Context: an optimization exercise on an open-source flow, tuned for small area. The choices shown serve that exercise and are no tape-out recipe.
The RTL was checked by simulation tests, not by an equivalence proof against the original design.
No activity file was given, so power comes from the tool's default toggle rates.

==> design.v <==
`timescale 1ns / 1ps
module metro_istasyonu #(
    parameter [31:0] HALF_PERIOD = 32'd1000,  
    parameter SCAN_BIT = 6                    
)(
    input clk,
    input rst,
    input switch_yon,
    input [5:0] switch_first,
    output dp,
    output [6:0]sseg,
    output [3:0] an, 
    output reg [5:0] leds
    );
    assign dp = 1;
    reg [SCAN_BIT+1:0]count;  
    reg [6:0] sseg_tmp; 
    reg [3:0] an_tmp;  
    reg [6:0] a;        
    reg [83:0] durak_adi; 
    reg saniyelik_clk;  
    reg saniye_tick;
    reg [31:0] clk_sayaci;  
    reg [5:0] durak_sayaci; 
    reg [4:0] saniye_sayaci;    
    reg [5:0]s;  
    reg yon;
    always @(posedge clk) begin
      if (rst) begin
        clk_sayaci=32'd0;
        saniyelik_clk=1'b1;
        saniye_sayaci=0;
        leds=6'b000_000;
        durak_adi = 0;
        durak_adi =~durak_adi;  
        sseg_tmp=7'b1111111;   
        an_tmp=0;
        count=0;
        durak_sayaci=0;
        yon=0;
        s=0;
      end
      else begin
        if(saniye_sayaci<=19)begin  
            case(count[SCAN_BIT+1:SCAN_BIT])
              2'b00 : 
                begin
                sseg_tmp = durak_adi[83:77];
                an_tmp = 4'b1110;
                end
              2'b01:
                begin
                sseg_tmp =durak_adi[76:70]; 
                an_tmp = 4'b1101;
                end
                2'b10:
                begin
                sseg_tmp = durak_adi[69:63];
                an_tmp = 4'b1011;
                end
                2'b11:
                begin
                sseg_tmp = durak_adi[62:56];
                an_tmp = 4'b0111;
                end
            endcase
        end
        else begin
            an_tmp=4'b1111;
            sseg_tmp=7'b1111111;
        end
        count=count+1;
        saniye_tick=1'b0;
        if(clk_sayaci==HALF_PERIOD)begin
            clk_sayaci=32'd1;
            saniyelik_clk=~saniyelik_clk;
            saniye_tick=saniyelik_clk;
        end
            clk_sayaci=clk_sayaci+1;
        if (saniye_tick) begin
        if(switch_first!=s)begin
            durak_sayaci=switch_first;
            yon=switch_yon;
            s=switch_first;
           case(durak_sayaci)
                6'b000_001: durak_adi[83:0] = 84'b0001000_0001001_0001000_1111111_1100000_1111001_0001001_0001000_1111111_1111111_1111111_1111111;
                6'b000_010: durak_adi[83:0] = 84'b1100000_0001000_1001000_0110001_0110000_1111111_1100000_0001000_1001000_0110001_0110000_1111111;
                6'b000_100: durak_adi[83:0] = 84'b0100100_0011000_0000001_1111010_1111111_0100100_0001000_1110001_0000001_0001001_1000001_1111111;
                6'b001_000: durak_adi[83:0] = 84'b0100001_0001000_1111010_0001000_1000011_1111111_0100001_0001000_1111010_0001000_1000011_1111111;
                6'b010_000: durak_adi[83:0] = 84'b1000100_1000010_1100000_1111111_1000100_1000010_1100000_1111111_1000100_1000010_1100000_1111111;
                6'b100_000: durak_adi[83:0] = 84'b1110000_0001001_0001001_1111111_1110000_0001001_0001001_1111111_1110000_0001001_0001001_1111111;
                default: durak_adi[83:0] = 84'b1111111_1111111_1111111_1111111_1111111_1111111_1111111_1111111_1111111_1111111_1111111_1111111;
            endcase
        end
        if(saniye_sayaci!=0 && saniye_sayaci!=23)begin   
            a=durak_adi[83:77];
            durak_adi=durak_adi<<7;
            durak_adi[6:0]=a;
        end
        if(saniye_sayaci<=19 && durak_sayaci!=6'b000_000)begin  
            leds[5:0]=durak_sayaci[5:0];
            saniye_sayaci=saniye_sayaci+1;
        end
        else if(saniye_sayaci>=20 && saniye_sayaci<=22 && durak_sayaci!=6'b000_000)begin    
            leds=6'b000_000;
            saniye_sayaci=saniye_sayaci+1;
        end
        else if(saniye_sayaci==23 && durak_sayaci!=6'b000_000)begin 
            if(durak_sayaci==6'b100_000)begin
                yon=1;
            end
            if(durak_sayaci==6'b000_001)begin
                yon=0;
            end
            if(yon==0)begin
                durak_sayaci=durak_sayaci<<1;
            end
            else begin
                durak_sayaci=durak_sayaci>>1;
            end
            saniye_sayaci=0;
            durak_adi = 0;
            durak_adi =~durak_adi;
            case(durak_sayaci)
                6'b000_001: durak_adi[83:0] = 84'b0001000_0001001_0001000_1111111_1100000_1111001_0001001_0001000_1111111_1111111_1111111_1111111;
                6'b000_010: durak_adi[83:0] = 84'b1100000_0001000_1001000_0110001_0110000_1111111_1100000_0001000_1001000_0110001_0110000_1111111;
                6'b000_100: durak_adi[83:0] = 84'b0100100_0011000_0000001_1111010_1111111_0100100_0001000_1110001_0000001_0001001_1000001_1111111;
                6'b001_000: durak_adi[83:0] = 84'b0100001_0001000_1111010_0001000_1000011_1111111_0100001_0001000_1111010_0001000_1000011_1111111;
                6'b010_000: durak_adi[83:0] = 84'b1000100_1000010_1100000_1111111_1000100_1000010_1100000_1111111_1000100_1000010_1100000_1111111;
                6'b100_000: durak_adi[83:0] = 84'b1110000_0001001_0001001_1111111_1110000_0001001_0001001_1111111_1110000_0001001_0001001_1111111;
                default: durak_adi[83:0] = 84'b1111111_1111111_1111111_1111111_1111111_1111111_1111111_1111111_1111111_1111111_1111111_1111111;
            endcase
        end
        end
      end
    end
    assign an=an_tmp;
    assign sseg=sseg_tmp;
endmodule
==> run.sh <==
#!/bin/bash
# synth_recipe.tcl (not shown) runs the flow's synth.tcl, then flattens the netlist and writes it again
# the make line also repeats each setting of config.mk as NAME=value (left out here)
make -C /OpenROAD-flow-scripts/flow DESIGN_CONFIG=/design/flow/config.mk WORK_HOME=/design/flow/orfs CLKGATE_MAP_FILE= SYNTH_SCRIPT=/design/flow/synth_recipe.tcl finish
==> config.mk <==
export PLATFORM = sky130hd
export DESIGN_NAME = metro_istasyonu
export DESIGN_NICKNAME = metro_istasyonu
export VERILOG_FILES = /design/flow/design.v
export SDC_FILE = /design/flow/constraint.sdc
export NUM_CORES = 4
export LEC_CHECK = 0
export CAP_MARGIN = 20
export CORE_MARGIN = 2
export CORE_UTILIZATION = 40
export SLEW_MARGIN = 20
==> constraint.sdc <==
create_clock -name core_clock -period 10.0 [get_ports {clk}]
set_input_delay 2.0000 -clock core_clock [delete_from_list [all_inputs] [get_ports {clk}]]
set_output_delay 2.0000 -clock core_clock [all_outputs]
set_load 0.01 [all_outputs]
==> run summary <==
==> flip-flops by register name, summed over array words and instances (netlist names), 4 cells and up <==
name / count
durak_adi: 84
clk_sayaci: 32
count: 8
sseg_tmp: 7
durak_sayaci: 6
leds: 6
s: 6
saniye_sayaci: 5
an_tmp: 4
==> worst reg2reg max path: stages (launching register included) <==
cell and delay, ps:
dfxtp_1 330, xnor2_1 190, and4_1 770, nand2_4 560
buf_4 470, mux2i_1 310, a311oi_2 140, a21oi_2 710
a221oi_1 220, a211o_1 300
==> per-layer routing <==
layer | wire, um | GRT usage (%) | vias to the layer above
li1 | - | - | 4787
met4 | 1350 | 10.6 | 2
met3 | 3130 | 6.13 | 95
met2 | 15000 | 39.7 | 510
met5 | 13 | 0 | -
met1 | 15300 | 37.2 | 4881
==> cell usage in the layout, fill, tap and decap left out, types with 20 or more instances in the layout <==
master,n
dfxtp_1,160
mux2i_1,21
xnor2_1,26
a211oi_1,27
nand3_1,55
nor3_1,40
a31oi_1,23
nor2_1,140
a21oi_1,127
buf_4,20
o21ai_0,103
xor2_1,22
clkdlybuf4s50_1,24
nand2_1,159
==> how the worst max path moves through the flow <==
stage	startpoint	end	slack, ps	cells after the start
floorplan	switch_first[1]	durak_adi[83]	5670	10
global placement	switch_first[3]	durak_adi[74]	3310	10
detailed placement	switch_first[3]	durak_adi[74]	3180	10
CTS	switch_first[3]	durak_adi[74]	3650	10
global route	switch_first[3]	durak_adi[74]	3320	10
finish	switch_first[3]	durak_adi[74]	3600	10
==> final cells by class <==
| class | count | area share (%) |
|---|---|---|
| clock inverter | 15 | 1.39 |
| clock buffer | 17 | 3.91 |
| timing repair buffer | 44 | 3.59 |
| sequential | 160 | 29.5 |
| inverter | 17 | 0.587 |
| multi-input combinational | 1034 | 57.3 |
| tap | 324 | 3.73 |
==> cells by family (layout without fill, tap and decap cells) <==
| group | after synthesis | after routing | share of synthesized area, % |
|---|---|---|---|
| and+or+nand+nor | 503 | 503 | 23.8 |
| AOI/OAI and AO/OA | 448 | 448 | 29.5 |
| DFF | 160 | 160 | 32.1 |
| buffers and inverters | 142 | 93 | 5.97 |
| xor gates and xnor gates | 48 | 48 | 4.21 |
| muxes | 30 | 30 | 3.94 |
| adders and majority gates | 4 | 4 | 0.501 |
| other | 1 | 1 | 0.0375 |
==> per-stage QoR <==
stage / hold slack, ps / total power [mW] / area [sq um] / utilization, % / cells
floorplan: 413 / 0.730 / 9990 / - / 1336
global placement: 428 / 0.759 / 10300 / 42.2 / 1579
detailed placement: 442 / 0.760 / 10300 / 42.2 / 1579
CTS: 453 / 1.42 / 10900 / 44.6 / 1611
global route: 455 / 1.45 / 10900 / 44.6 / 1611
finish: 451 / 1.41 / 10900 / 44.6 / 1611
==> where the power goes <==
part / switching [mW] / internal, mW
registers: 0.00191 / 0.639
logic: 0.0744 / 0.0321
clock network: 0.313 / 0.352
total: 0.389 / 1.02
==> results_dict.tcl <==
set metrics [dict create \
    critPathBufInv 2 \
    rsz0062_at_grt "false" \
    num-fill-cells 2536 \
    cpPeakStageDelay_ps 1040 \
    path_class "input port to flip-flop" \
    h-tree-depth 4 \
    crit_chain "clkdlybuf4s50_1 -> xnor2_1 -> and4_1 -> nand2_4 -> buf_4 -> mux2i_1 -> a311oi_2 -> a21oi_2 -> a221oi_1 -> a211o_1" \
    synth_area_sq_mm 0.00999 \
    synth_seq_cells 160 \
    r2r-end "durak_adi[74]" \
    finalHoldViolCount 0 \
    fmax_mhz 156 \
    io_pins 27 \
    r2r_slack_ps 5900 \
    async_flop_share_pct 0 \
    leakage_nw 3.86 \
    finalCriticalPeriod_ps 6400 \
    worstSetupStartpointType "input port" \
    vdd_ir_drop_max_mv 0.0823 \
    nets 1287 \
    cp.arrival_ps 6730 \
    die_w_um 162 \
    post_cts_buffers 0 \
    whs_path_depth 1 \
    path_clk_slew_ps 70 \
    crit_slowest_cell "clkdlybuf4s50_1" \
    avgSynthCellArea_sq_um 7.48 \
    via_count 10300 \
    core_region_area_sq_mm 0.0244 \
    synth-seq-area-share_pct 32.1 \
    slew_headroom_pct 35.6 \
    synth_cells 1336 \
    worstRegToRegCells 9 \
    antenna_found_initial 1 \
    syn_to_final_growth_pct 8.83 \
    postRouteWirelength_um 34800 \
    crit_required_ps 10340 \
    grt-ovfl-total 0 \
    synth_commonest_cells "dfxtp_1, nand2_1, nor2_1" \
    syn_nets 1349 \
    report.final.setup_viol 0 \
    post_drt_wl_per_cell_um 21.6 \
    die_area_sq_mm 0.0263 \
    hold_end "count[0]" \
    multiInputGateArea_sq_mm 0.00624 \
    end_kind "flip-flop" \
    place_hpwl_um 22700 \
    yosysTopAreaCell "dfxtp_1" \
    cts-hold-fix-buffers 0 \
    worst_pin_slew_ps 957 \
    diodes 0 \
    drv_cap 0 \
    slew_violations 0 \
    tritoncts "built" \
    yosysTopAreaCellShare_pct 32.1 \
    timing.setup.tns_ps 0 \
    clock_latency_ps 450 \
    status "timing/DRC/antenna clean" \
    track_usage_pct 26.6 \
    final_antenna_net_count 0 \
    drt_first_pass_iters 5 \
    drive_gt1_share_pct 7.69 \
    synth.area.top_cells "dfxtp_1, a21oi_1, nand2_1, nor2_1, o21ai_0" \
    seqCellArea_sq_mm 0.00320 \
    root_buffer "clkbuf_16" \
    synth-edff-count 0 \
    clock_sinks 160 \
    period_share_pct 64.0 \
    grt_pass1_wl_um 55400 \
    drt_iter0_markers 1050 \
    p_per_area_mw_per_mm2 130 \
    fin_ws_ps 3600 \
    path_max_fanout 55 \
    drcViolationCount 0 \
    start_util_pct 41.0 \
    finClkSkew_ps 14.3 \
    clock_path_buffers 2 \
    dp_slack_ps 3180 \
    vias_per_cell 6.38 \
    cts_resized 0 \
    port_buffers 25 \
    routabilityCongestion 0.945 \
    reg2reg_from "s[3]" \
    hold_class "flip-flop to flip-flop" \
    die_height_um 162 \
    cp_top_family "buffers and inverters" \
    cts_inserted_buffers 17 \
    yosysWarnings 1 \
    grt_pass1_vias 9612 \
    grt_max_degree 88 \
    synth_flop_cell "dfxtp_1" \
    hp-start "count[0]" \
    rows 57 \
    synth.distinct_cells 93 \
]

==> separate check: timing with driven ports <==
How much do the figures lean on ideal ports? The routed layout below was timed once more, with nothing changed but the port constraints.
Step 1: set_driving_cell puts a clkbuf_16 on clk and a buf_2 on each other input, an assumption about the parent block.
Step 2 also shifts input and output timing later by t, the mid clock arrival at the registers, as if the neighbouring blocks saw the same clock.
Three values: ideal, step 1, step 2; two values: the first two.
t (ns): 0.489
slack for setup (ns): 3.603 / 3.629 / 3.139
worst hold slack (ns): 0.451 / 0.451 / 0.451
After both steps setup and hold are still met in this run. The setup slack of this run moves by +0.026 ns with the drivers and by -0.464 ns with both steps.
